From an optimization exercise on the open Yosys and OpenROAD flow, aimed at small area; shortcuts taken in it are not production practice. Where RTL was checked, it was by simulation tests only, not by an equivalence proof against the original. Only the layout flow was run in run 1; the RTL was not checked for function there. No activity file was given, so power comes from the tool's default toggle rates.

### flow/flow/run.sh
#!/bin/bash
# Layout flow.
# 1. the standard synthesis (standard.sh synth).
# 2. Its combinational logic re-mapped for area by ABC with each script in
#    flow/abc/ (registers and tie cells kept: same instances, names and
#    cells); the smallest netlist that yosys proves equivalent to the
#    standard one is used (if none is, the standard netlist is kept).
# 3. the standard layout from the floorplan on (standard.sh finish), with
#    these settings passed to its steps: ports buffered with buf_1 rather than
#    clkdlybuf4s50_1; one tie cell shared by the constant outputs; and clock
#    tree synthesis with clkbuf_8 and without dummy loads.
# Each tool's output goes to a log file of its own in this folder.
set -uo pipefail
R=orfs/results/$FLOW_PLATFORM/main/base
bash standard.sh synth > 1_standard_synth.log 2>&1 || exit 1
cp $R/1_2_yosys.v synth_standard.v

for f in flow/abc/*.abc; do
    b=$(basename $f .abc)
    mkdir -p reabc_$b
    cp synth_standard.v reabc_$b/
    (cd reabc_$b && REABC_SCRIPT=$PWD/../$f yosys -c ../flow/reabc.tcl > ../2_reabc_$b.log 2>&1) &
    while (( $(jobs -rp | wc -l) >= ${NUM_CORES:-4} )); do sleep 1; done
done
wait
: > netlist_choice.log
for b in $(for d in reabc_*; do
               a=$(awk '/Chip area/ {print $NF}' $d/stat_after.txt 2>/dev/null)
               [ -n "$a" ] && [ -f $d/synth_reabc.v ] && echo "$a ${d#reabc_}"
           done | sort -g | awk '{print $2}'); do
    a=$(awk '/Chip area/ {print $NF}' reabc_$b/stat_after.txt)
    if (cd reabc_$b && yosys -c ../flow/eq.tcl > ../3_equiv_$b.log 2>&1); then
        cp reabc_$b/synth_reabc.v $R/1_2_yosys.v
        rm -f $R/1_synth.odb
        echo "re-mapped netlist from flow/abc/$b.abc used ($a um2)" >> netlist_choice.log
        break
    fi
    echo "flow/abc/$b.abc: not proven equivalent, skipped" >> netlist_choice.log
done
[ -s netlist_choice.log ] && grep -q used netlist_choice.log || echo "standard netlist used" >> netlist_choice.log

bash standard.sh \
    BUFFER_PORTS_ARGS="-inputs -outputs -buffer_cell sky130_fd_sc_hd__buf_1" \
    SKIP_REPAIR_TIE_FANOUT=1 \
    CTS_ARGS="-sink_clustering_enable -repair_clock_nets -sink_clustering_size 50 -buf_list sky130_fd_sc_hd__clkbuf_8 -dont_use_dummy_load" \
    finish > 4_standard_layout.log 2>&1
### flow/flow/abc/a1.abc
strash
balance -l
resub -K 6 -l
rewrite -l
resub -K 6 -N 2 -l
refactor -l
resub -K 8 -l
balance -l
resub -K 8 -N 2 -l
rewrite -l
resub -K 10 -l
rewrite -z -l
resub -K 10 -N 2 -l
balance -l
resub -K 12 -l
refactor -z -l
resub -K 12 -N 2 -l
rewrite -z -l
balance -l
&get -n
&dch -f
&nf -a -R 1000
&put
### flow/flow/abc/a2.abc
strash
balance -l
resub -K 6 -l
rewrite -l
resub -K 6 -N 2 -l
refactor -l
resub -K 8 -l
balance -l
resub -K 8 -N 2 -l
rewrite -l
resub -K 10 -l
rewrite -z -l
resub -K 10 -N 2 -l
balance -l
resub -K 12 -l
refactor -z -l
resub -K 12 -N 2 -l
rewrite -z -l
balance -l
balance -l
resub -K 6 -l
rewrite -l
resub -K 6 -N 2 -l
refactor -l
resub -K 8 -l
balance -l
resub -K 8 -N 2 -l
rewrite -l
resub -K 10 -l
rewrite -z -l
resub -K 10 -N 2 -l
balance -l
resub -K 12 -l
refactor -z -l
resub -K 12 -N 2 -l
rewrite -z -l
balance -l
&get -n
&dch -f
&nf -a -R 1000
&put
mfs2
strash
&get -n
&dch -f
&nf -a -R 1000
&put
### flow/flow/abc/a3.abc
strash
balance -l
resub -K 6 -l
rewrite -l
resub -K 6 -N 2 -l
refactor -l
resub -K 8 -l
balance -l
resub -K 8 -N 2 -l
rewrite -l
resub -K 10 -l
rewrite -z -l
resub -K 10 -N 2 -l
balance -l
resub -K 12 -l
refactor -z -l
resub -K 12 -N 2 -l
rewrite -z -l
balance -l
&get -n
&dch -f
&nf -a -R 1000
&put
mfs2 -W 4 -M 5000
strash
&get -n
&dch -f
&nf -a -R 1000
&put
### flow/flow/abc/a4.abc
strash
balance -l
resub -K 6 -l
rewrite -l
resub -K 6 -N 2 -l
refactor -l
resub -K 8 -l
balance -l
resub -K 8 -N 2 -l
rewrite -l
resub -K 10 -l
rewrite -z -l
resub -K 10 -N 2 -l
balance -l
resub -K 12 -l
refactor -z -l
resub -K 12 -N 2 -l
rewrite -z -l
balance -l
&get -n
&dch -f
&nf -a -R 1000
&put
mfs2 -W 4 -M 5000
strash
&get -n
&dch -f
&nf -a -R 1000
&put
mfs2 -W 4 -M 5000
strash
&get -n
&dch -f
&nf -a -R 1000
&put
### flow/flow/abc/a5.abc
strash
balance -l
resub -K 6 -l
rewrite -l
resub -K 6 -N 2 -l
refactor -l
resub -K 8 -l
balance -l
resub -K 8 -N 2 -l
rewrite -l
resub -K 10 -l
rewrite -z -l
resub -K 10 -N 2 -l
balance -l
resub -K 12 -l
refactor -z -l
resub -K 12 -N 2 -l
rewrite -z -l
balance -l
&get -n
&dch -f
&nf -a -R 3000 -C 32
&put
mfs2 -W 4 -M 5000
strash
&get -n
&dch -f
&nf -a -R 3000 -C 32
&put
### flow/flow/abc/a6.abc
strash
balance -l
resub -K 6 -l
rewrite -l
resub -K 6 -N 2 -l
refactor -l
resub -K 8 -l
balance -l
resub -K 8 -N 2 -l
rewrite -l
resub -K 10 -l
rewrite -z -l
resub -K 10 -N 2 -l
balance -l
resub -K 12 -l
refactor -z -l
resub -K 12 -N 2 -l
rewrite -z -l
balance -l
&get -n
&synch2
&nf -a -R 1000
&put
mfs2 -W 4 -M 5000
strash
&get -n
&dch -f
&nf -a -R 1000
&put
### flow/flow/abc/a7.abc
strash
balance -l
resub -K 6 -l
rewrite -l
resub -K 6 -N 2 -l
refactor -l
resub -K 8 -l
balance -l
resub -K 8 -N 2 -l
rewrite -l
resub -K 10 -l
rewrite -z -l
resub -K 10 -N 2 -l
balance -l
resub -K 12 -l
refactor -z -l
resub -K 12 -N 2 -l
rewrite -z -l
balance -l
&get -n
&dch -f
&nf -R 1000
&put
### flow/flow/eq.tcl
yosys -import
set lib $::env(FLOW_HOME)/platforms/sky130hd/lib/sky130_fd_sc_hd__tt_025C_1v80.lib
read_liberty -ignore_miss_func $lib
read_verilog synth_standard.v
yosys rename main gold
read_verilog synth_reabc.v
yosys rename main gate
flatten gold gate
opt_clean gold gate
equiv_make gold gate equiv
hierarchy -top equiv
equiv_simple -seq 2 equiv
equiv_induct equiv
tee -o eq_status.txt equiv_status equiv
equiv_status -assert equiv
### flow/flow/reabc.tcl
# Re-map the combinational logic of the standard synthesis for area.
# Registers and tie cells are kept as they are (same instances, names, cells).
yosys -import
set lib $::env(FLOW_HOME)/platforms/sky130hd/lib/sky130_fd_sc_hd__tt_025C_1v80.lib
set dont_use {sky130_fd_sc_hd__probe_p_8 sky130_fd_sc_hd__probec_p_8 sky130_fd_sc_hd__lpflow_bleeder_1 sky130_fd_sc_hd__lpflow_clkbufkapwr_1 sky130_fd_sc_hd__lpflow_clkbufkapwr_16 sky130_fd_sc_hd__lpflow_clkbufkapwr_2 sky130_fd_sc_hd__lpflow_clkbufkapwr_4 sky130_fd_sc_hd__lpflow_clkbufkapwr_8 sky130_fd_sc_hd__lpflow_clkinvkapwr_1 sky130_fd_sc_hd__lpflow_clkinvkapwr_16 sky130_fd_sc_hd__lpflow_clkinvkapwr_2 sky130_fd_sc_hd__lpflow_clkinvkapwr_4 sky130_fd_sc_hd__lpflow_clkinvkapwr_8 sky130_fd_sc_hd__lpflow_decapkapwr_12 sky130_fd_sc_hd__lpflow_decapkapwr_3 sky130_fd_sc_hd__lpflow_decapkapwr_4 sky130_fd_sc_hd__lpflow_decapkapwr_6 sky130_fd_sc_hd__lpflow_decapkapwr_8 sky130_fd_sc_hd__lpflow_inputiso0n_1 sky130_fd_sc_hd__lpflow_inputiso0p_1 sky130_fd_sc_hd__lpflow_inputiso1n_1 sky130_fd_sc_hd__lpflow_inputiso1p_1 sky130_fd_sc_hd__lpflow_inputisolatch_1 sky130_fd_sc_hd__lpflow_isobufsrc_1 sky130_fd_sc_hd__lpflow_isobufsrc_16 sky130_fd_sc_hd__lpflow_isobufsrc_2 sky130_fd_sc_hd__lpflow_isobufsrc_4 sky130_fd_sc_hd__lpflow_isobufsrc_8 sky130_fd_sc_hd__lpflow_isobufsrckapwr_16 sky130_fd_sc_hd__lpflow_lsbuf_lh_hl_isowell_tap_1 sky130_fd_sc_hd__lpflow_lsbuf_lh_hl_isowell_tap_2 sky130_fd_sc_hd__lpflow_lsbuf_lh_hl_isowell_tap_4 sky130_fd_sc_hd__lpflow_lsbuf_lh_isowell_4 sky130_fd_sc_hd__lpflow_lsbuf_lh_isowell_tap_1 sky130_fd_sc_hd__lpflow_lsbuf_lh_isowell_tap_2 sky130_fd_sc_hd__lpflow_lsbuf_lh_isowell_tap_4 }
read_liberty -ignore_miss_func $lib
read_verilog synth_standard.v
hierarchy -top main
setattr -mod -set keep_hierarchy 1 sky130_fd_sc_hd__dfxtp_1 sky130_fd_sc_hd__conb_1
flatten main
yosys rename -hide main/w:_*_.*
opt_clean main
tee -o stat_before.txt stat -liberty $lib main
set du_args {}
foreach c $dont_use { lappend du_args -dont_use $c }
abc -liberty $lib -script $::env(REABC_SCRIPT) {*}$du_args main
opt_clean -purge main
tee -o stat_after.txt stat -liberty $lib main
select main
write_verilog -noattr -nohex -nodec -selected synth_reabc.v
### flow/standard.sh
#!/bin/bash
# synth_recipe.tcl (not shown) runs the flow's synth.tcl, then flattens the netlist and writes it again
# the make line also repeats each setting of config.mk as NAME=value (left out here)
make -C /OpenROAD-flow-scripts/flow DESIGN_CONFIG=/design/flow/config.mk WORK_HOME=/design/flow/orfs CLKGATE_MAP_FILE= SYNTH_SCRIPT=/design/flow/synth_recipe.tcl "${@:-finish}"
### flow/config.mk
export PLATFORM = sky130hd
export DESIGN_NAME = main
export DESIGN_NICKNAME = main
export VERILOG_FILES = /design/flow/design.v
export SDC_FILE = /design/flow/constraint.sdc
export NUM_CORES = 4
export LEC_CHECK = 0
export CAP_MARGIN = 20
export CORE_MARGIN = 2
export CORE_UTILIZATION = 40
export CTS_BUF_LIST = sky130_fd_sc_hd__clkbuf_8
export CTS_CLUSTER_SIZE = 50
export SLEW_MARGIN = 20
### flow/constraint.sdc
create_clock -name core_clock -period 10.0 [get_ports {CLK100MHZ}]
set_input_delay 2.0000 -clock core_clock [delete_from_list [all_inputs] [get_ports {CLK100MHZ}]]
set_output_delay 2.0000 -clock core_clock [all_outputs]
set_load 0.01 [all_outputs]
### flow/design.v
module button (input clk, input rst, input pin, output q);
    localparam [13:0] SEED      = 14'b10111010000111;
    localparam [13:0] LAST      = 14'b11111001101111;
    localparam [13:0] LAST_MASK = 14'b01110101111111;
    localparam [13:0] INV       = 14'b10101010101010;
    reg        s0, s1;
    reg        r_q;
    reg [13:0] r;
    wire [13:0] timer = r ^ INV;
    wire rising = s0 & ~s1;
    wire last   = ((timer & LAST_MASK) == (LAST & LAST_MASK));
    always @(posedge clk) s1 <= s0;
    always @(posedge clk) begin
        if (rst) begin
            s0    <= 1'b0;
            r_q   <= 1'b0;
            r     <= INV;
        end else begin
            s0  <= pin;
            r_q <= last & s0;
            if (rising)
                r <= SEED ^ INV;
            else if (last)
                r <= INV;
            else
                r <= {timer[12:0], timer[13] ^ timer[0]} ^ INV;
        end
    end
    assign q = r_q;
endmodule
module clock_div (input clk, input rst, output clk_out, output tick);
    reg [2:0] j;
    always @(posedge clk) begin
        if (rst) j <= 3'b000;
        else     j <= {j[1:0], ~j[2]};
    end
    assign clk_out = j[2];
    assign tick    = j[1] & ~j[2];
endmodule
module pwm (
    input        i_clk,
    input        i_rst,
    input        i_en,
    input  [4:0] i_r,
    input  [4:0] i_g,
    input  [4:0] i_b,
    output       o_r,
    output       o_g,
    output       o_b
);
    reg [4:0] ph_q;
    reg [3:0] ph_r;
    reg       r_r, r_g, r_b;
    function automatic lt5(input [4:0] a, input [4:0] b);
        reg     l;
        integer k;
        begin
            l = 1'b0;
            for (k = 0; k < 5; k = k + 1)
                l = (~a[k] & b[k]) | (~a[k] & l) | (b[k] & l);
            lt5 = l;
        end
    endfunction
    wire r_at_9 = ph_r[3] & ph_r[0];                        
    wire at_255 = ph_q[4] & ph_q[3] & ph_q[0] & ph_r[2] & ph_r[0];   
    wire step_q = i_en & r_at_9;
    wire wrap   = i_rst | (i_en & at_255);
    reg [4:0] q_ones;
    reg [3:0] r_ones;
    integer k;
    always @(*) begin
        q_ones[0] = step_q;
        for (k = 1; k < 5; k = k + 1) q_ones[k] = q_ones[k-1] & ph_q[k-1];
        r_ones[0] = i_en;
        for (k = 1; k < 4; k = k + 1) r_ones[k] = r_ones[k-1] & ph_r[k-1];
    end
    always @(posedge i_clk) begin
        ph_q <= (ph_q ^ q_ones) & ~{5{wrap}};
        ph_r <= (ph_r ^ r_ones) & ~{4{wrap | step_q}};
        if (i_rst) begin
            r_r  <= 1'b0;
            r_g  <= 1'b0;
            r_b  <= 1'b0;
        end else if (i_en) begin
            r_r <= lt5(ph_q, i_r);
            r_g <= lt5(ph_q, i_g);
            r_b <= lt5(ph_q, i_b);
        end
    end
    assign o_r = r_r;
    assign o_g = r_g;
    assign o_b = r_b;
endmodule
module four_digit_display (
    input        i_clk,
    input        i_rst,
    input  [4:0] i_lvl,
    output [7:0] o_cathode,
    output [3:0] o_anode
);
    localparam [10:0] RST_STATE  = 11'b10001010110;
    localparam [10:0] WRAP_STATE = 11'b01000110100;
    localparam [10:0] LAST       = 11'b11110011111;
    localparam [10:0] LAST_MASK  = 11'b11110101111;
    localparam [3:0] S_RESET = 4'd10, S_ONES = 4'd14, S_THOUSANDS = 4'd11;
    localparam [63:0]  ANODES   = {4'b1011, 4'b1110, 4'b1011, 4'b1011, 4'b0111, 4'b0000, 4'b1101, 4'b1101, 4'b1101, 4'b1101, 4'b1101, 4'b1101, 4'b1101, 4'b1101, 4'b1101, 4'b1101};
    localparam [111:0] CATHODES = {7'b0100100, 7'b1000000, 7'b1111001, 7'b1000000, 7'b1000000, 7'b1000000, 7'b0011000, 7'b0000000, 7'b1111000, 7'b0000010, 7'b0010010, 7'b0011001, 7'b0110000, 7'b0100100, 7'b1111001, 7'b1000000};
    localparam [31:0]  NEXT     = {2'd1, 2'd2, 2'd1, 2'd1, 2'd3, 2'd3, 2'd0, 2'd0, 2'd0, 2'd0, 2'd0, 2'd0, 2'd0, 2'd0, 2'd0, 2'd0};
    localparam [127:0] TENS     = {4'd9, 4'd9, 4'd9, 4'd9, 4'd9, 4'd9, 4'd5, 4'd4, 4'd3, 4'd2, 4'd1, 4'd0, 4'd9, 4'd8, 4'd7, 4'd6, 4'd5, 4'd4, 4'd3, 4'd2, 4'd1, 4'd0, 4'd9, 4'd8, 4'd7, 4'd6, 4'd5, 4'd4, 4'd3, 4'd2, 4'd1, 4'd0};
    localparam [127:0] HUNDREDS = {4'd15, 4'd15, 4'd15, 4'd15, 4'd15, 4'd15, 4'd15, 4'd15, 4'd15, 4'd15, 4'd15, 4'd15, 4'd13, 4'd13, 4'd13, 4'd13, 4'd13, 4'd13, 4'd13, 4'd13, 4'd13, 4'd13, 4'd12, 4'd12, 4'd12, 4'd12, 4'd12, 4'd12, 4'd12, 4'd12, 4'd12, 4'd12};
    reg [10:0] timer;
    reg [3:0]  state;
    wire step = ((timer & LAST_MASK) == (LAST & LAST_MASK));
    wire [1:0] next = NEXT[state * 2 +: 2];
    always @(posedge i_clk) begin
        if (i_rst) begin
            timer <= RST_STATE;
            state <= S_RESET;
        end else begin
            if (step) begin
                timer <= WRAP_STATE;
                case (next)
                    2'd0: state <= HUNDREDS[i_lvl * 4 +: 4];
                    2'd1: state <= S_THOUSANDS;
                    2'd2: state <= TENS[i_lvl * 4 +: 4];
                    2'd3: state <= S_ONES;
                endcase
            end else
                timer <= {timer[9:0], timer[10] ^ timer[8]};
        end
    end
    assign o_anode   = ANODES[state * 4 +: 4];
    assign o_cathode = {1'b1, CATHODES[state * 7 +: 7]};
endmodule
module main
(
    input   CLK100MHZ,
    input   RESET,
    input   [2:0] SW,
    input BTNU, BTND, BTNC,
    output  CLK_LED,
    output  LED16_R,
    output  LED16_G,
    output  LED16_B,
    output [7:0] AN,
    output [7:0] SEG
);
    wire pwm_tick;
    reg [4:0] red, green, blue;
    wire is_up, is_down, is_ctr;
    clock_div u1 (CLK100MHZ, RESET, CLK_LED, pwm_tick);
    four_digit_display u_fdd
    (
        .i_clk(CLK100MHZ),
        .i_rst(RESET),
        .i_lvl(red),
        .o_cathode(SEG),
        .o_anode(AN[3:0])
    );
    pwm u_pwm (CLK100MHZ, RESET, pwm_tick, red, green, blue, LED16_R, LED16_G, LED16_B);
    button u_up  (CLK100MHZ, RESET, BTNU, is_up  );
    button u_ctr (CLK100MHZ, RESET, BTNC, is_ctr );
    button u_down(CLK100MHZ, RESET, BTND, is_down);
    function automatic [4:0] next_level(input [4:0] lvl, input sel);
        reg       dn, up, clr;
        reg [4:0] ones, zeros;
        integer   k;
        begin
            dn  = is_down & sel & (lvl != 5'd0);
            up  = is_up & sel & ~(lvl[4] & lvl[3] & lvl[0]) & ~dn;
            clr = is_ctr & ~dn & ~up;
            ones[0]  = 1'b1;
            zeros[0] = 1'b1;
            for (k = 1; k < 5; k = k + 1) begin
                ones[k]  = ones[k-1] & lvl[k-1];
                zeros[k] = zeros[k-1] & ~lvl[k-1];
            end
            next_level = (lvl ^ ((ones & {5{up}}) | (zeros & {5{dn}}))) & ~{5{clr}};
        end
    endfunction
    always @(posedge CLK100MHZ) begin
        if (RESET) begin
            red   <= 5'd20;
            green <= 5'd10;
            blue  <= 5'd10;
        end else begin
            red   <= next_level(red,   SW[0]);
            green <= next_level(green, SW[1]);
            blue  <= next_level(blue,  SW[2]);
        end
    end
    assign AN[7:4] = 4'b1111;
endmodule
==> reports/results.tsv, run 1 <==
metric	value	unit
post-CTS setup buffer count	0	
Cell Area, Placed	3840	um2
crit path time final	3.83	ns
Setup TNS Final	0	ns
DR pass1 iterations	4	
Worst-path clk slew	0.09	ns
die area	9820	um2
Worst EP arrival	1.83	ns
status	timing/DRC/antenna clean	
ant diodes	0	
nets@finish	453	
Post-DP HPWL	4960	um
Worst VDD drop	0.0000633	V
cell area power density	157	nW/um2
Core Region	8760	um2
Leak	1.45	nW
largest net degree at the start of global routing	34	
P&R area growth vs syn	9.65	%
Die X	99.1	um
cell area after synthesis	3620	um2
grt total ovfl	0	
Initial Util	41.3	%
Avg WL per Cell	12.7	um
clock buffer depth	2	
Sw Share	21.8	%
hold buffers post-CTS	0	
initial antenna violation count	0	
Crit Path Class	register to output port	
Clk network pwr share	30.9	%
actual slew at the worst max-slew pin	0.697	ns
PnR worst setup slack	6.17	ns
FP Rows	34	
hold slack	0.376	ns
worst hold path depth	1	
post-layout util	45.2	%
Root Driver	clkbuf_8	
DR vias	2878	
DRT antenna net count	0	
Final setup viols	0	
placed instance count	542	
total power	0.624	mW
slew margin rel.	53.1	%
most frequent cells in the layout	dfxtp_1, nor2_1, nand2_1, a21oi_1, o21ai_0	
Max Clk Rate	0.261	GHz
routability cong.	0.826	
Inserted Clock Buffers	9	
I/O Buffers	22	
Yosys Warn Count	5	
post-CTS resize count	0	
Slew Limit Fails	0	
CTS tree	yes	
Synth Instances	411	
non-filler cells in the finished layout	551	
Reg2Reg Setup Slack	7.45	ns
Comb pwr share	4.1	%
# H-tree levels	3	
Skew-Pair Late Insertion Delay	0.35	ns
Final Skew	0.0231	ns
CP required	8.00	ns
Sequential Power Share	65.0	%
Net Sw Power	0.136	mW
final instance area	3970	um2
first-pass GRT wire length	12300	um
WL final	6990	um
Fin. Hold Viols	0	
RSZ-0062 raised after global routing	false	
Top Ports	28	
worst hold-check path type	register to register	
drt via density	5.22	
period utilization	38.3	%
vias in the first global route	2727	
synthesized net count	419	
dpl ws	6.01	ns
critical path launch point type	register	
CP endpoint kind	output port	
Pint	0.488	mW
Worst Reg-to-Reg Cells	7	
Clock Sinks	96	
share of cells above drive strength 1	2.26	%
syn avg cell area	8.80	um2
initial DRC count	141	
Max Cap Viol	0	
crit-path max FO	9	
commonest non-fill, non-tap cell in the layout	dfxtp_1	
DRC violations left	0	
GR Util All Layers	15.5	%
die height	99.1	um
-- state kept, by name, indices dropped and copies added (netlist names), 3 cells and up --
register	cells
green	5
u_ctr.r	14
blue	5
u_fdd.state	4
u_up.r	14
u_pwm.ph_q	5
red	5
u_pwm.ph_r	4
u1.j	3
u_down.r	14
u_fdd.timer	11
-- final timing paths --
path | from | endpoint
max reg2reg | u1.j[1]$_SDFF_PP0_ | u_pwm.ph_r[1]$_DFF_P_
max | u_fdd.state[0]$_SDFFE_PP0P_ | SEG[2]
min reg2reg | u_ctr.r[4]$_SDFF_PP0_ | u_ctr.r[5]$_SDFF_PP1_
min | u_ctr.r[4]$_SDFF_PP0_ | u_ctr.r[5]$_SDFF_PP1_
-- area by class of cell --
type	instances	area, um2
clock buffer	9	124
fill	878	4800
inverter	7	26.3
multi-input combinational	308	1670
sequential	96	1920
tap	108	135
timing repair buffer	23	90.1
-- layer usage --
metal  wire length (um)  vias up  global-route usage (%)
li1                   -     1513                       -
met1               3540     1310                    20.9
met2               3080       47                    23.9
met3                286        8                    3.26
met4                 87        0                    6.74
met5                  0        -                       0
-- worst max-delay path, cell delays in order (launching register included) --
cell and delay [ns]:
dfxtp_1 0.47, nand2b_1 0.19, nand3_1 0.17, a211oi_1 0.33, and2_0 0.17, buf_1 0.15
-- power groups by stage --
| stage | logic [mW] | clock network, mW | registers, mW |
|---|---|---|---|
| floorplan | 0.0174 | 0 | 0.413 |
| global placement | 0.0257 | 0 | 0.414 |
| detailed placement | 0.0263 | 0 | 0.414 |
| CTS | 0.0264 | 0.201 | 0.406 |
| global route | 0.0301 | 0.217 | 0.408 |
| finish | 0.0258 | 0.193 | 0.406 |
==> inputs of run 2 (changes only) <==
--- a/flow/design.v
+++ b/flow/design.v
@@ -5,3 +5,4 @@
     localparam [13:0] INV       = 14'b10101010101010;
-    reg        s0, s1;
+    reg        s0_n, s1_n;
+    wire       s0 = ~s0_n;
     reg        r_q;
@@ -9,8 +10,8 @@
     wire [13:0] timer = r ^ INV;
-    wire rising = s0 & ~s1;
+    wire rising = s0 & s1_n;
     wire last   = ((timer & LAST_MASK) == (LAST & LAST_MASK));
-    always @(posedge clk) s1 <= s0;
+    always @(posedge clk) s1_n <= s0_n;
     always @(posedge clk) begin
         if (rst) begin
-            s0    <= 1'b0;
+            s0_n  <= 1'b1;
             r_q   <= 1'b0;
@@ -18,3 +19,3 @@
         end else begin
-            s0  <= pin;
+            s0_n <= ~pin;
             r_q <= last & s0;
==> reports/results.tsv, run 2 <==
metric	value	unit
Avg WL per Cell	12.5	um
clock buffer depth	2	
Worst-path clk slew	0.08	ns
post-CTS resize count	0	
synthesized net count	419	
crit-path max FO	7	
hold_sp	u_up.s0_n$_SDFF_PP1_	
Fill cells	870	
Worst EP arrival	1.98	ns
FP Rows	34	
drt via density	5.26	
WL final	6910	um
Inserted Clock Buffers	9	
Final setup viols	0	
worst hold endpoint	u_up.s1_n$_DFF_P_	
Reg2Reg Setup Slack	7.58	ns
cell area after synthesis	3590	um2
CP required	8.00	ns
crit path launch	u_fdd.state[0]$_SDFFE_PP0P_	
RSZ-0062 raised after global routing	false	
syn avg cell area	8.74	um2
Core Region	8720	um2
die area	9760	um2
Top Ports	28	
commonest non-fill, non-tap cell in the layout	dfxtp_1	
post-CTS setup buffer count	0	
Crit Path Class	register to output port	
Skew-Pair Late Insertion Delay	0.33	ns
DRC violations left	0	
actual slew at the worst max-slew pin	0.735	ns
worst reg2reg endpoint	u_pwm.ph_r[2]$_DFF_P_	
grt total ovfl	0	
# H-tree levels	3	
area occupied by multi-input gates	1640	um2
DRT antenna net count	0	
period utilization	39.8	%
slew margin rel.	50.6	%
DR vias	2899	
Clock Sinks	96	
status	timing/DRC/antenna clean	
Synth Instances	411	
Leak	1.42	nW
worst hold-check path type	register to register	
Setup TNS Final	0	ns
Max Clk Rate	0.251	GHz
Final Skew	0.0181	ns
P&R area growth vs syn	9.71	%
initial DRC count	141	
Initial Util	41.2	%
largest net degree at the start of global routing	30	
hold slack	0.369	ns
ant diodes	0	
Die X	98.8	um
crit path time final	3.98	ns
GR Util All Layers	14.9	%
hold buffers post-CTS	0	
cell area power density	159	nW/um2
worst hold path depth	0	
first-pass GRT wire length	12100	um
Worst VDD drop	0.0000922	V
CP endpoint kind	output port	
die height	98.8	um
top flop regs	u_ctr.r: 14 flops, u_down.r: 14 flops, u_up.r: 14 flops	
CTS tree	yes	
initial antenna violation count	0	
Root Driver	clkbuf_8	
Fin. Hold Viols	0	
Max Cap Viol	0	
nets@finish	453	
routability cong.	0.838	
Slew Limit Fails	0	
vias in the first global route	2717	
DR pass1 iterations	4	
reg-to-reg startpoint	u1.j[1]$_SDFF_PP0_	
most frequent cells in the layout	dfxtp_1, nor2_1, nand2_1, a21oi_1, o21ai_0	
Yosys Warn Count	5	
Post-DP HPWL	4880	um
register area	1920	um2
I/O Buffers	22	
critical path launch point type	register	
Worst Reg-to-Reg Cells	6	
share of cells above drive strength 1	2.26	%
[run 2: cell type report]
| class | count | area share [%] |
|---|---|---|
| inverters | 9 | 0.857 |
| clock buffers | 9 | 3.14 |
| well taps | 108 | 3.43 |
| flip-flops and latches | 96 | 48.7 |
| multi-input cells | 306 | 41.5 |
| repair buffers | 23 | 2.28 |
[run 2: worst max path at each step]
stage,endpoint,slack [ns],cells after the start
after floorplan,SEG[2],6.44,5
after global placement,u_pwm.ph_r[1]$_DFF_P_,6.14,7
after detailed placement,u_pwm.ph_r[1]$_DFF_P_,6.08,7
after CTS,SEG[2],5.99,6
after global routing,SEG[2],5.81,6
final,SEG[2],6.02,6
[run 2: critical path, cell delays in order (launching register included)]
cell	delay, ns
dfxtp_1	0.43
clkinv_1	0.18
nand4_1	0.26
nand3_1	0.17
a211oi_1	0.31
nor2b_1	0.16
buf_1	0.15
[run 2: where the power goes]
group	leakage [nW]	internal, mW	total [mW]	switching (mW)
combinational	0.571	0.0106	0.0281	0.0175
sequential	0.787	0.398	0.407	0.00939
clock	0.0647	0.0809	0.190	0.109
[run 2: layer usage]
layer	up-vias	part of all wire (%)	track usage, %
met4	0	0.48	4.21
li1	1514	-	-
met5	-	0	0
met1	1344	50	19.8
met2	39	47	24.1
met3	2	2.7	3.97
[run 2: per-stage QoR]
step / power [mW] / instance area [um2] / std cells / setup WS, ns / util (%)
after floorplan: 0.433 / 3590 / 411 / 6.44 / -
after global placement: 0.444 / 3820 / 542 / 6.14 / 43.8
after detailed placement: 0.444 / 3820 / 542 / 6.08 / 43.8
after CTS: 0.636 / 3940 / 551 / 5.99 / 45.2
after global routing: 0.656 / 3940 / 551 / 5.81 / 45.2
final: 0.625 / 3940 / 551 / 6.02 / 45.2
==> inputs of run 3 (changes only) <==
--- a/flow/design.v
+++ b/flow/design.v
@@ -101,6 +101,6 @@
 );
-    localparam [10:0] RST_STATE  = 11'b10001010110;
-    localparam [10:0] WRAP_STATE = 11'b01000110100;
-    localparam [10:0] LAST       = 11'b11110011111;
-    localparam [10:0] LAST_MASK  = 11'b11110101111;
+    localparam [9:0] START     = 10'b1110111110;
+    localparam [9:0] LAST      = 10'b0110111111;
+    localparam [9:0] LAST_MASK = 10'b0110111111;
+    localparam [9:0] INV       = 10'b1010101010;
     localparam [3:0] S_RESET = 4'd10, S_ONES = 4'd14, S_THOUSANDS = 4'd11;
@@ -109,7 +109,20 @@
     localparam [31:0]  NEXT     = {2'd1, 2'd2, 2'd1, 2'd1, 2'd3, 2'd3, 2'd0, 2'd0, 2'd0, 2'd0, 2'd0, 2'd0, 2'd0, 2'd0, 2'd0, 2'd0};
-    localparam [127:0] TENS     = {4'd9, 4'd9, 4'd9, 4'd9, 4'd9, 4'd9, 4'd5, 4'd4, 4'd3, 4'd2, 4'd1, 4'd0, 4'd9, 4'd8, 4'd7, 4'd6, 4'd5, 4'd4, 4'd3, 4'd2, 4'd1, 4'd0, 4'd9, 4'd8, 4'd7, 4'd6, 4'd5, 4'd4, 4'd3, 4'd2, 4'd1, 4'd0};
+    localparam [127:0] TENS     = {4'd11, 4'd10, 4'd9, 4'd8, 4'd7, 4'd6, 4'd5, 4'd4, 4'd3, 4'd2, 4'd1, 4'd0, 4'd9, 4'd8, 4'd7, 4'd6, 4'd5, 4'd4, 4'd3, 4'd2, 4'd1, 4'd0, 4'd9, 4'd8, 4'd7, 4'd6, 4'd5, 4'd4, 4'd3, 4'd2, 4'd1, 4'd0};
     localparam [127:0] HUNDREDS = {4'd15, 4'd15, 4'd15, 4'd15, 4'd15, 4'd15, 4'd15, 4'd15, 4'd15, 4'd15, 4'd15, 4'd15, 4'd13, 4'd13, 4'd13, 4'd13, 4'd13, 4'd13, 4'd13, 4'd13, 4'd13, 4'd13, 4'd12, 4'd12, 4'd12, 4'd12, 4'd12, 4'd12, 4'd12, 4'd12, 4'd12, 4'd12};
-    reg [10:0] timer;
-    reg [3:0]  state;
-    wire step = ((timer & LAST_MASK) == (LAST & LAST_MASK));
+    reg [9:0] r;
+    wire [9:0] timer = r ^ INV;
+    reg       half;
+    reg [3:0] state;
+    wire last = ((timer & LAST_MASK) == (LAST & LAST_MASK));
+    wire step = last & ~half;
+    always @(posedge i_clk) begin
+        if (i_rst | last)
+            r <= START ^ INV;
+        else
+            r <= {timer[8:0], ~(timer[9] ^ timer[6])} ^ INV;
+        if (i_rst)
+            half <= 1'b0;
+        else if (last)
+            half <= ~half;
+    end
     wire [1:0] next = NEXT[state * 2 +: 2];
@@ -117,3 +130,2 @@
         if (i_rst) begin
-            timer <= RST_STATE;
             state <= S_RESET;
@@ -121,3 +133,2 @@
             if (step) begin
-                timer <= WRAP_STATE;
                 case (next)
@@ -128,4 +139,3 @@
                 endcase
-            end else
-                timer <= {timer[9:0], timer[10] ^ timer[8]};
+            end
         end
==> reports/results.tsv, run 3 <==
metric	value	unit
status	timing/DRC/antenna clean	
Inserted Clock Buffers	9	
Post-DP HPWL	4800	um
I/O Buffers	22	
Crit Path Class	register to output port	
die area	9650	um2
total power	0.636	mW
Final Skew	0.0225	ns
crit path time final	3.91	ns
Max Clk Rate	0.256	GHz
initial antenna violation count	0	
Core Region	8680	um2
DR pass1 iterations	4	
die height	98.3	um
actual slew at the worst max-slew pin	0.614	ns
Initial Util	40.9	%
final instance area	3910	um2
DRT antenna net count	0	
DR vias	2816	
commonest non-fill, non-tap cell in the layout	dfxtp_1	
post-CTS resize count	0	
Worst EP arrival	1.91	ns
top flop regs	u_ctr.r: 14 flops, u_down.r: 14 flops, u_up.r: 14 flops	
vias in the first global route	2647	
synthesized net count	416	
critical path launch point type	register	
Skew-Pair Late Insertion Delay	0.35	ns
crit-path max FO	9	
Sw Share	22.7	%
post-CTS setup buffer count	0	
P&R area growth vs syn	10.0	%
WL final	6700	um
most frequent cells in the layout	dfxtp_1, nor2_1, nand2_1, a21oi_1, o21ai_0	
Sequential Power Share	64.0	%
Die X	98.3	um
Cell Area, Placed	3790	um2
Top Ports	28	
Pint	0.492	mW
first-pass GRT wire length	11800	um
GR Util All Layers	14.8	%
Synth Instances	408	
grt total ovfl	0	
register area	1920	um2
largest net degree at the start of global routing	24	
CP endpoint kind	output port	
clock buffer depth	2	
DRC violations left	0	
Worst-path clk slew	0.07	ns
hold slack	0.367	ns
cell area power density	163	nW/um2
Fill cells	889	
syn avg cell area	8.71	um2
slew margin rel.	58.6	%
Root Driver	clkbuf_8	
FP Rows	34	
initial DRC count	60	
ant diodes	0	
Yosys Warn Count	5	
routability cong.	0.775	
CP required	8.00	ns
share of cells above drive strength 1	2.49	%
Final setup viols	0	
Clock Sinks	96	
hold buffers post-CTS	0	
Max Cap Viol	0	
Comb pwr share	5.7	%
CTS tree	yes	
Fin. Hold Viols	0	
period utilization	39.1	%
Net Sw Power	0.144	mW
nets@finish	451	
Worst VDD drop	0.0000753	V
drt via density	5.13	
# H-tree levels	3	
cell area after synthesis	3550	um2
Clk network pwr share	30.4	%
RSZ-0062 raised after global routing	false	
Avg WL per Cell	12.2	um
area occupied by multi-input gates	1590	um2
Reg2Reg Setup Slack	7.86	ns
Leak	1.46	nW
worst hold-check path type	register to register	
Setup TNS Final	0	ns
Slew Limit Fails	0	
## run 3: cell type report
cell class | instances | area share, %
clock buffer | 9 | 3.17
tap | 108 | 3.46
multi-input combinational | 301 | 40.7
timing repair buffer | 24 | 2.50
inverter | 11 | 1.06
sequential | 96 | 49.2
## run 3: power by group through the flow
| stage | logic [mW] | registers (mW) | clock network, mW |
|---|---|---|---|
| floorplan | 0.0247 | 0.414 | 0 |
| global placement | 0.0356 | 0.416 | 0 |
| detailed placement | 0.0367 | 0.416 | 0 |
| CTS | 0.0368 | 0.407 | 0.203 |
| global route | 0.0418 | 0.409 | 0.216 |
| finish | 0.0361 | 0.407 | 0.193 |
## run 3: path summary, 6_finish.rpt
check                               from               endpoint  cells past startpoint
max reg2reg           u1.j[1]$_SDFF_PP0_  u_pwm.ph_q[4]$_DFF_P_                      7
min reg2reg        u_ctr.s0_n$_SDFF_PP1_     u_ctr.s1_n$_DFF_P_                      0
max          u_fdd.state[0]$_SDFFE_PP0P_                 SEG[2]                      7
min                u_ctr.s0_n$_SDFF_PP1_     u_ctr.s1_n$_DFF_P_                      0
## run 3: worst max-delay path: stages, from the launching register on
cell	delay, ns
dfxtp_1	0.49
nor2_1	0.07
nor2_1	0.14
and3_1	0.25
nor3_1	0.09
o21a_1	0.18
nor3_1	0.17
buf_1	0.17
## run 3: metal layers
layer	GRT usage, %	wire [um]	vias to the layer above
met5	0	0	-
met4	3.48	63	0
met3	4.44	310	6
met2	23.8	2980	39
met1	19.6	3340	1298
li1	-	-	1473
## run 3: metrics by stage
step | util (%) | std cells | setup slack (ns)
2_1_floorplan | - | 408 | 6.45
3_3_place_gp | 43.6 | 540 | 6.16
3_5_place_dp | 43.6 | 540 | 6.09
4_1_cts | 45.1 | 549 | 6.08
5_1_grt | 45.1 | 549 | 5.83
6_report | 45.1 | 549 | 6.09
==> inputs of run 4 (changes only) <==
--- a/flow/config.mk
+++ b/flow/config.mk
@@ -9,3 +9,3 @@
 export CORE_MARGIN = 2
-export CORE_UTILIZATION = 40
+export CORE_UTILIZATION = 65
 export CTS_BUF_LIST = sky130_fd_sc_hd__clkbuf_8
==> reports/results.tsv, run 4 <==
metric	value	unit
Clock Sinks	96	
Fill cells	406	
dpl ws	5.96	ns
Reg2Reg Setup Slack	7.83	ns
Root Driver	clkbuf_8	
Sequential Power Share	64.6	%
worst hold endpoint	u_up.s1_n$_DFF_P_	
I/O Buffers	22	
Max Cap Viol	0	
Worst VDD drop	0.000181	V
GR Util All Layers	23.8	%
crit path time final	3.95	ns
post-CTS resize count	0	
worst hold path depth	0	
Final Skew	0.0231	ns
Die X	77.9	um
drt via density	5.61	
actual slew at the worst max-slew pin	0.790	ns
period utilization	39.5	%
cell area after synthesis	3550	um2
die height	77.9	um
grt total ovfl	0	
largest net degree at the start of global routing	33	
Pint	0.492	mW
Initial Util	68.3	%
P&R area growth vs syn	8.49	%
CP required	8.00	ns
Crit Path Class	register to output port	
DRT antenna net count	0	
commonest non-fill, non-tap cell in the layout	dfxtp_1	
ant diodes	0	
Clk network pwr share	29.7	%
non-filler cells in the finished layout	510	
Worst Reg-to-Reg Cells	7	
PnR worst setup slack	6.05	ns
RSZ-0062 raised after global routing	false	
Net Sw Power	0.139	mW
crit-path max FO	9	
routability cong.	0.923	
area occupied by multi-input gates	1590	um2
Setup TNS Final	0	ns
vias in the first global route	2673	
post-CTS setup buffer count	0	
Post-DP HPWL	4630	um
reg-to-reg startpoint	u1.j[1]$_SDFF_PP0_	
share of cells above drive strength 1	2.27	%
Inserted Clock Buffers	9	
DRC violations left	0	
placed instance count	501	
Sw Share	22.1	%
Final setup viols	0	
Comb pwr share	5.7	%
initial DRC count	138	
synthesized net count	416	
Skew-Pair Late Insertion Delay	0.35	ns
status	timing/DRC/antenna clean	
# H-tree levels	3	
Fin. Hold Viols	0	
Slew Limit Fails	0	
slew margin rel.	47.0	%
Core Region	5200	um2
Avg WL per Cell	13.0	um
crit path launch	u_fdd.state[0]$_SDFFE_PP0P_	
DR pass1 iterations	5	
critical path launch point type	register	
Top Ports	28	
hold buffers post-CTS	0	
first-pass GRT wire length	11700	um
most frequent cells in the layout	dfxtp_1, nor2_1, nand2_1, a21oi_1, o21ai_0	
top flop regs	u_ctr.r: 14 flops, u_down.r: 14 flops, u_up.r: 14 flops	
FP Rows	26	
register area	1920	um2
nets@finish	450	
Max Clk Rate	0.253	GHz
Worst EP arrival	1.95	ns
worst reg2reg endpoint	u_pwm.ph_q[4]$_DFF_P_	
cell area power density	164	nW/um2
WL final	6640	um
Synth Instances	408	
Worst-path clk slew	0.09	ns
clock buffer depth	2	
initial antenna violation count	0	
CP endpoint kind	output port	
CTS tree	yes	
Yosys Warn Count	5	
die area	6070	um2
syn avg cell area	8.71	um2
DR vias	2859	
Leak	1.45	nW
hold_sp	u_up.s0_n$_SDFF_PP1_	
worst hold-check path type	register to register	
## run 4: metal layers
metal / track usage (%) / vias up / wire length (um)
li1: - / 1474 / -
met1: 30.4 / 1308 / 3130
met2: 40.0 / 72 / 3150
met3: 7.09 / 5 / 307
met4: 5.44 / 0 / 52
met5: 0 / - / 0
## run 4: cell type report
| class | count | share of cell area, % |
|---|---|---|
| clock buffers | 9 | 3.21 |
| inverters | 11 | 1.07 |
| multi-input cells | 301 | 41.3 |
| flip-flops and latches | 96 | 49.9 |
| well taps | 70 | 2.27 |
| repair buffers | 23 | 2.34 |
## run 4: worst max path at each step
stage and endpoint:
2_1_floorplan SEG[2], 3_3_place_gp u_pwm.ph_r[2]$_DFF_P_, 3_5_place_dp u_pwm.ph_r[1]$_DFF_P_, 4_1_cts SEG[2]
5_1_grt SEG[2], 6_report SEG[2]
## run 4: power groups by stage
stage          sequential (mW)  clock, mW  combinational (mW)
6_report                 0.407      0.188              0.0360
5_1_grt                  0.409      0.209              0.0415
4_1_cts                  0.407      0.193              0.0362
3_5_place_dp             0.416          0              0.0359
3_3_place_gp             0.416          0              0.0349
2_1_floorplan            0.414          0              0.0247
## run 4: critical path: stages (launching register included)
cell and delay [ns]:
dfxtp_1 0.49, nor2_1 0.07, nor2_1 0.15, and3_1 0.27
nor3_1 0.09, o21a_1 0.18, nor3_1 0.18, buf_1 0.18
## run 4: metrics by stage
| stage | cell area, um2 | total power, mW | hold slack [ns] | utilization [%] |
|---|---|---|---|---|
| after floorplan | 3550 | 0.438 | 0.344 | - |
| after global placement | 3730 | 0.450 | 0.350 | 71.7 |
| after detailed placement | 3730 | 0.452 | 0.357 | 71.7 |
| after CTS | 3850 | 0.636 | 0.355 | 74.1 |
| after global routing | 3850 | 0.659 | 0.367 | 74.1 |
| final | 3850 | 0.631 | 0.348 | 74.1 |
==> inputs of run 5 (changes only) <==
--- a/flow/design.v
+++ b/flow/design.v
@@ -1,5 +1,5 @@
 module button (input clk, input rst, input pin, output q);
-    localparam [13:0] SEED      = 14'b10111010000111;
-    localparam [13:0] LAST      = 14'b11111001101111;
-    localparam [13:0] LAST_MASK = 14'b01110101111111;
+    localparam [13:0] SEED      = 14'b00000000000001;
+    localparam [13:0] LAST      = 14'b01111111010000;
+    localparam [13:0] LAST_MASK = 14'b11011111111011;
     localparam [13:0] INV       = 14'b10101010101010;
@@ -31,10 +31,18 @@
 endmodule
+`timescale 1ns / 1ps
 module clock_div (input clk, input rst, output clk_out, output tick);
-    reg [2:0] j;
+    reg j0, j1_n, j2;
     always @(posedge clk) begin
-        if (rst) j <= 3'b000;
-        else     j <= {j[1:0], ~j[2]};
-    end
-    assign clk_out = j[2];
-    assign tick    = j[1] & ~j[2];
+        if (rst) begin
+            j0   <= 1'b0;
+            j1_n <= 1'b1;
+            j2   <= 1'b0;
+        end else begin
+            j0   <= ~j2;
+            j1_n <= ~j0;
+            j2   <= ~j1_n;
+        end
+    end
+    assign clk_out = j2;
+    assign tick    = ~j1_n & ~j2;
 endmodule
==> reports/results.tsv, run 5 <==
metric	value	unit
status	timing/DRC/antenna clean	
Clock Sinks	96	
most frequent cells in the layout	dfxtp_1, nand2_1, nor2_1, a21oi_1, buf_1	
Worst EP arrival	1.82	ns
most frequent CP cell	o21ai_0	
hold buffers post-CTS	0	
critical path launch point type	register	
period utilization	38.2	%
crit path max-delay cell type	dfxtp_1	
actual slew at the worst max-slew pin	0.594	ns
DRT antenna net count	0	
commonest non-fill, non-tap cell in the layout	dfxtp_1	
Final setup viols	0	
Fill cells	399	
top flop regs	u_ctr.r: 14 flops, u_down.r: 14 flops, u_up.r: 14 flops	
Setup TNS Final	0	ns
share of cells above drive strength 1	2.26	%
Top Ports	28	
Synth Instances	411	
DR vias	2849	
Die X	77.7	um
P&R area growth vs syn	8.53	%
post-CTS setup buffer count	0	
WP buf/inv	2	
die height	77.7	um
critical-path cell list	clkinv_1, nor2_1, xnor2_1, o21ai_0, o21ai_0, buf_1	
Worst-path clk slew	0.08	ns
PnR worst setup slack	6.18	ns
Max Cap Viol	0	
Crit Path Class	register to output port	
final instance area	3840	um2
FP Rows	26	
Inserted Clock Buffers	9	
first-pass GRT wire length	11000	um
grt total ovfl	0	
Cell Area, Placed	3710	um2
GR Util All Layers	22.7	%
Skew-Pair Late Insertion Delay	0.36	ns
nets@finish	453	
slew margin rel.	59.9	%
cell area power density	161	nW/um2
total power	0.617	mW
CTS tree	yes	
worst hold-check path type	register to register	
Core Region	5170	um2
ant diodes	0	
crit path launch	u_fdd.state[1]$_SDFFE_PP1P_	
Slew Limit Fails	0	
post-CTS resize count	0	
Fin. Hold Viols	0	
delay-heaviest family, CP	flip-flops	
die area	6040	um2
Avg WL per Cell	12.6	um
initial antenna violation count	0	
CP endpoint kind	output port	
crit path time final	3.82	ns
RSZ-0062 raised after global routing	false	
Initial Util	68.3	%
syn avg cell area	8.60	um2
vias in the first global route	2553	
Max Clk Rate	0.262	GHz
Worst VDD drop	0.000144	V
Leak	1.42	nW
crit-path max FO	5	
drt via density	5.55	
DRC violations left	0	
# H-tree levels	3	
reg-to-reg startpoint	u_pwm.ph_q[1]$_DFF_P_	
hold_sp	u_down.r[2]$_SDFF_PP0_	
I/O Buffers	22	
clock buffer depth	2	
hold slack	0.349	ns
routability cong.	0.787	
Final Skew	0.0210	ns
CP required	8.00	ns
Post-DP HPWL	4540	um
placed instance count	504	
dpl ws	6.56	ns
WL final	6440	um
largest net degree at the start of global routing	31	
Root Driver	clkbuf_8	
post-layout util	74.2	%
non-filler cells in the finished layout	513	
Yosys Warn Count	5	
synthesized net count	419	
crit-path max cell delay	0.39	ns
cell area after synthesis	3530	um2
initial DRC count	172	
DR pass1 iterations	5	
==> run 5: final timing paths <==
path | endpoint | slack [ns] | depth (start not counted)
setup / recovery | AN[1] | 6.18 | 6
hold / removal | u_down.r[3]$_SDFF_PP1_ | 0.35 | 1
setup reg to reg | u_pwm.r_g$_SDFFE_PP0P_ | 7.77 | 8
hold reg to reg | u_down.r[3]$_SDFF_PP1_ | 0.35 | 1
==> run 5: metal layers <==
metal  vias up  track usage [%]  wire length (um)
met3        12             4.65               298
met5         -                0                 0
met1      1287             30.1              3160
met2        67             35.5              2860
li1       1483                -                 -
met4         0             11.3               120
==> run 5: report_power, final <==
group          switching [mW]  internal, mW  leakage, nW
Clock                   0.109        0.0807       0.0647
Sequential            0.00578         0.390        0.781
Combinational          0.0206        0.0103        0.574
==> run 5: final cells by class <==
class,count,area [um2],area share [%]
flip-flops and latches,96,1920,50.1
multi-input cells,301,1560,40.7
clock buffers,9,124,3.23
repair buffers,23,90.1,2.35
well taps,70,87.6,2.28
inverters,14,52.6,1.37
==> inputs of run 6 (changes only) <==
--- a/flow/design.v
+++ b/flow/design.v
@@ -1,5 +1,5 @@
 module button (input clk, input rst, input pin, output q);
-    localparam [13:0] SEED      = 14'b00000000000001;
-    localparam [13:0] LAST      = 14'b01111111010000;
-    localparam [13:0] LAST_MASK = 14'b11011111111011;
+    localparam [13:0] SEED      = 14'b10111010000111;
+    localparam [13:0] LAST      = 14'b11111001101111;
+    localparam [13:0] LAST_MASK = 14'b01110101111111;
     localparam [13:0] INV       = 14'b10101010101010;
@@ -31,18 +31,10 @@
 endmodule
-`timescale 1ns / 1ps
 module clock_div (input clk, input rst, output clk_out, output tick);
-    reg j0, j1_n, j2;
+    reg [2:0] j;
     always @(posedge clk) begin
-        if (rst) begin
-            j0   <= 1'b0;
-            j1_n <= 1'b1;
-            j2   <= 1'b0;
-        end else begin
-            j0   <= ~j2;
-            j1_n <= ~j0;
-            j2   <= ~j1_n;
-        end
-    end
-    assign clk_out = j2;
-    assign tick    = ~j1_n & ~j2;
+        if (rst) j <= 3'b000;
+        else     j <= {j[1:0], ~j[2]};
+    end
+    assign clk_out = j[2];
+    assign tick    = j[1] & ~j[2];
 endmodule
==> flow/flow/abc/a10.abc (new file) <==
strash
balance -l
resub -K 6 -l
rewrite -l
resub -K 6 -N 2 -l
refactor -l
resub -K 8 -l
balance -l
resub -K 8 -N 2 -l
rewrite -l
resub -K 10 -l
rewrite -z -l
resub -K 10 -N 2 -l
balance -l
resub -K 12 -l
refactor -z -l
resub -K 12 -N 2 -l
rewrite -z -l
balance -l
&get -n
&dch -f
&nf -a -R 1000
&put
mfs2 -W 6 -M 10000
strash
balance -l
resub -K 6 -l
rewrite -l
resub -K 6 -N 2 -l
refactor -l
resub -K 8 -l
balance -l
resub -K 8 -N 2 -l
rewrite -l
resub -K 10 -l
rewrite -z -l
resub -K 10 -N 2 -l
balance -l
resub -K 12 -l
refactor -z -l
resub -K 12 -N 2 -l
rewrite -z -l
balance -l
&get -n
&dch -f
&nf -a -R 1000
&put
mfs2 -W 6 -M 10000
strash
&get -n
&dch -f
&nf -a -R 1000
&put
==> flow/flow/abc/a11.abc (new file) <==
strash
dc2
balance -l
resub -K 6 -l
rewrite -l
resub -K 6 -N 2 -l
refactor -l
resub -K 8 -l
balance -l
resub -K 8 -N 2 -l
rewrite -l
resub -K 10 -l
rewrite -z -l
resub -K 10 -N 2 -l
balance -l
resub -K 12 -l
refactor -z -l
resub -K 12 -N 2 -l
rewrite -z -l
balance -l
dc2
&get -n
&dch -f
&nf -a -R 1000
&put
mfs2 -W 4 -M 5000
strash
&get -n
&dch -f
&nf -a -R 1000
&put
==> flow/flow/abc/a12.abc (new file) <==
strash
balance -l
resub -K 6 -l
rewrite -l
resub -K 6 -N 2 -l
refactor -l
resub -K 8 -l
balance -l
resub -K 8 -N 2 -l
rewrite -l
resub -K 10 -l
rewrite -z -l
resub -K 10 -N 2 -l
balance -l
resub -K 12 -l
refactor -z -l
resub -K 12 -N 2 -l
rewrite -z -l
balance -l
&get -n
&dch -f
&nf -a -R 1000
&put
mfs2 -W 4 -M 5000
strash
dch -f
map -a
mfs2
strash
&get -n
&dch -f
&nf -a -R 1000
&put
==> flow/flow/abc/a8.abc (new file) <==
strash
balance -l
resub -K 6 -l
rewrite -l
resub -K 6 -N 2 -l
refactor -l
resub -K 8 -l
balance -l
resub -K 8 -N 2 -l
rewrite -l
resub -K 10 -l
rewrite -z -l
resub -K 10 -N 2 -l
balance -l
resub -K 12 -l
refactor -z -l
resub -K 12 -N 2 -l
rewrite -z -l
balance -l
&get -n
&dch -f
&nf -a -R 500
&put
mfs2 -W 4 -M 5000
strash
&get -n
&dch -f
&nf -a -R 500
&put
==> flow/flow/abc/a9.abc (new file) <==
strash
balance -l
resub -K 6 -l
rewrite -l
resub -K 6 -N 2 -l
refactor -l
resub -K 8 -l
balance -l
resub -K 8 -N 2 -l
rewrite -l
resub -K 10 -l
rewrite -z -l
resub -K 10 -N 2 -l
balance -l
resub -K 12 -l
refactor -z -l
resub -K 12 -N 2 -l
rewrite -z -l
balance -l
&get -n
&dch
&nf -a -R 1000
&put
mfs2 -W 4 -M 5000
strash
&get -n
&dch
&nf -a -R 1000
&put
==> reports/results.tsv, run 6 <==
metric	value	unit
routability cong.	0.822	
period utilization	40.2	%
initial antenna violation count	0	
slew margin rel.	52.0	%
cell area power density	165	nW/um2
crit-path max cell delay	0.48	ns
actual slew at the worst max-slew pin	0.715	ns
Inserted Clock Buffers	9	
Slew Limit Fails	0	
P&R area growth vs syn	8.71	%
DRC violations left	0	
largest net degree at the start of global routing	20	
Worst EP arrival	2.02	ns
Skew-Pair Late Insertion Delay	0.35	ns
first-pass GRT wire length	11400	um
reg-to-reg startpoint	u1.j[2]$_SDFF_PP0_	
critical-path cell list	nor2_1, nor2_1, and3_1, o21bai_1, nor3_1, a21o_1, nor3_1, buf_1	
critical path launch point type	register	
nets@finish	450	
Reg2Reg Setup Slack	7.70	ns
hold_sp	u_down.s0_n$_SDFF_PP1_	
Max Clk Rate	0.249	GHz
Top Ports	28	
CP endpoint kind	output port	
post-CTS resize count	0	
grt met2 use	37.2	%
GR Util All Layers	23.2	%
M3 GR Usage	6.05	%
die area	6070	um2
Fin. Hold Viols	0	
drt via density	5.67	
total power	0.637	mW
WL final	6580	um
worst hold path depth	0	
worst reg2reg endpoint	u_pwm.ph_r[2]$_DFF_P_	
share of cells above drive strength 1	2.50	%
hold buffers post-CTS	0	
commonest non-fill, non-tap cell in the layout	dfxtp_1	
Post-DP HPWL	4650	um
worst hold endpoint	u_down.s1_n$_DFF_P_	
Max Cap Viol	0	
CP required	8.00	ns
crit path time final	4.02	ns
status	timing/DRC/antenna clean	
crit path max-delay cell type	dfxtp_1	
I/O Buffers	22	
Initial Util	68.2	%
synthesized net count	415	
Final setup viols	0	
Final Skew	0.0272	ns
Crit Path Class	register to output port	
busiest metal layer after global routing	met2	
Root Driver	clkbuf_8	
DRT antenna net count	0	
GR Layer Usage met1	30.6	%
Clock Sinks	96	
post-CTS setup buffer count	0	
Die X	77.9	um
grt total ovfl	0	
Leak	1.49	nW
clock buffer depth	2	
# H-tree levels	3	
Avg WL per Cell	12.9	um
FP Rows	26	
worst hold-check path type	register to register	
ant diodes	0	
Core Region	5200	um2
Worst-path clk slew	0.07	ns
Setup TNS Final	0	ns
initial DRC count	195	
crit-path max FO	8	
vias in the first global route	2605	
Synth Instances	407	
RSZ-0062 raised after global routing	false	
Worst Reg-to-Reg Cells	6	
hold slack	0.362	ns
DR pass1 iterations	4	
Worst VDD drop	0.000165	V
top flop regs	u_ctr.r: 14 flops, u_down.r: 14 flops, u_up.r: 14 flops	
die height	77.9	um
CTS tree	yes	
most frequent cells in the layout	dfxtp_1, nor2_1, nand2_1, a21oi_1, o21ai_0	
cell area after synthesis	3550	um2
syn avg cell area	8.72	um2
Yosys Warn Count	5	
DR vias	2893	
[run 6: critical path: cells and delay by family, from the launching register on]
kind | cells | cell delay, ns
flip-flops | 1 | 0.48
AO/OA/AOI/OAI | 2 | 0.35
buffers and inverters | 1 | 0.17
AND/OR/NAND/NOR | 5 | 0.68
[run 6: worst max-delay path by stage]
stage	from	end
2_1_floorplan	u_fdd.state[1]$_SDFFE_PP1P_	SEG[2]
3_3_place_gp	RESET	u_pwm.ph_r[2]$_DFF_P_
3_5_place_dp	RESET	u_pwm.ph_r[2]$_DFF_P_
4_1_cts	u_fdd.state[1]$_SDFFE_PP1P_	SEG[2]
5_1_grt	u_fdd.state[1]$_SDFFE_PP1P_	SEG[2]
6_report	u_fdd.state[1]$_SDFFE_PP1P_	SEG[2]
[run 6: area by class of cell]
cell class / instances / area, um2
Clock buffer: 9 / 124
Fill cell: 406 / 1350
Inverter: 9 / 33.8
Multi-Input combinational cell: 302 / 1590
Sequential cell: 96 / 1920
Tap cell: 70 / 87.6
Timing Repair Buffer: 24 / 97.6
[run 6: per-stage QoR]
stage | worst slack, ns | instance area (um2) | utilization, % | cells
after detailed placement | 6.30 | 3730 | 71.8 | 501
final | 5.98 | 3860 | 74.1 | 510
after global routing | 5.78 | 3860 | 74.1 | 510
after CTS | 6.00 | 3860 | 74.1 | 510
after global placement | 6.42 | 3730 | 71.8 | 501
after floorplan | 6.39 | 3550 | - | 407
[run 6: metal layers]
metal	wire (um)	part of all wire (%)
met1	3220	49
met4	66	1.0
met3	311	4.7
met2	2990	45
met5	0	0
[run 6: power by group]
part / internal (mW) / total, mW / leakage (nW) / switching [mW]
Clock: 0.0807 / 0.186 / 0.0647 / 0.105
Sequential: 0.398 / 0.409 / 0.786 / 0.0111
Combinational: 0.0153 / 0.0413 / 0.636 / 0.0260
Total: 0.494 / 0.637 / 1.49 / 0.143

==> port drivers added, routing unchanged <==
How much do the figures lean on ideal ports? The routed layouts below were timed once more, with nothing changed but the port constraints. Step 1 (the two cells are an assumption about what drives the block):
set clk [get_ports {CLK100MHZ}]
set_driving_cell -lib_cell sky130_fd_sc_hd__clkbuf_16 $clk
set_driving_cell -lib_cell sky130_fd_sc_hd__buf_2 [delete_from_list [all_inputs] $clk]
Step 2 moves the port delays by t, midway between the first and last clock arrival at a register: inputs arrive t later, outputs are due t later. That takes back most of the time a late clock gives input paths. a / b / c = no drivers / after step 1 / after step 2; a / b = the first two.
run | t, ns | setup slack, ns | hold WS [ns] | clock arrival spread, ns
run 1 | 0.372 | 6.171 / 6.140 / 6.062 | 0.376 / 0.376 / 0.376 | 0.025 / 0.025
run 2 | 0.355 | 6.022 / 5.992 / 6.099 | 0.369 / 0.369 / 0.369 | 0.019 / 0.019
run 3 | 0.369 | 6.089 / 6.060 / 6.108 | 0.367 / 0.367 / 0.367 | 0.033 / 0.034
run 4 | 0.365 | 6.045 / 6.019 / 5.925 | 0.348 / 0.348 / 0.348 | 0.023 / 0.024
run 5 | 0.371 | 6.180 / 6.153 / 6.525 | 0.349 / 0.349 / 0.349 | 0.021 / 0.021
run 6 | 0.363 | 5.985 / 5.957 / 6.288 | 0.362 / 0.362 / 0.362 | 0.028 / 0.028
After both steps setup and hold are still met in every run listed. For run 4, which loses most, drivers alone change the setup slack by -0.026 ns; drivers and shift together by -0.120 ns.
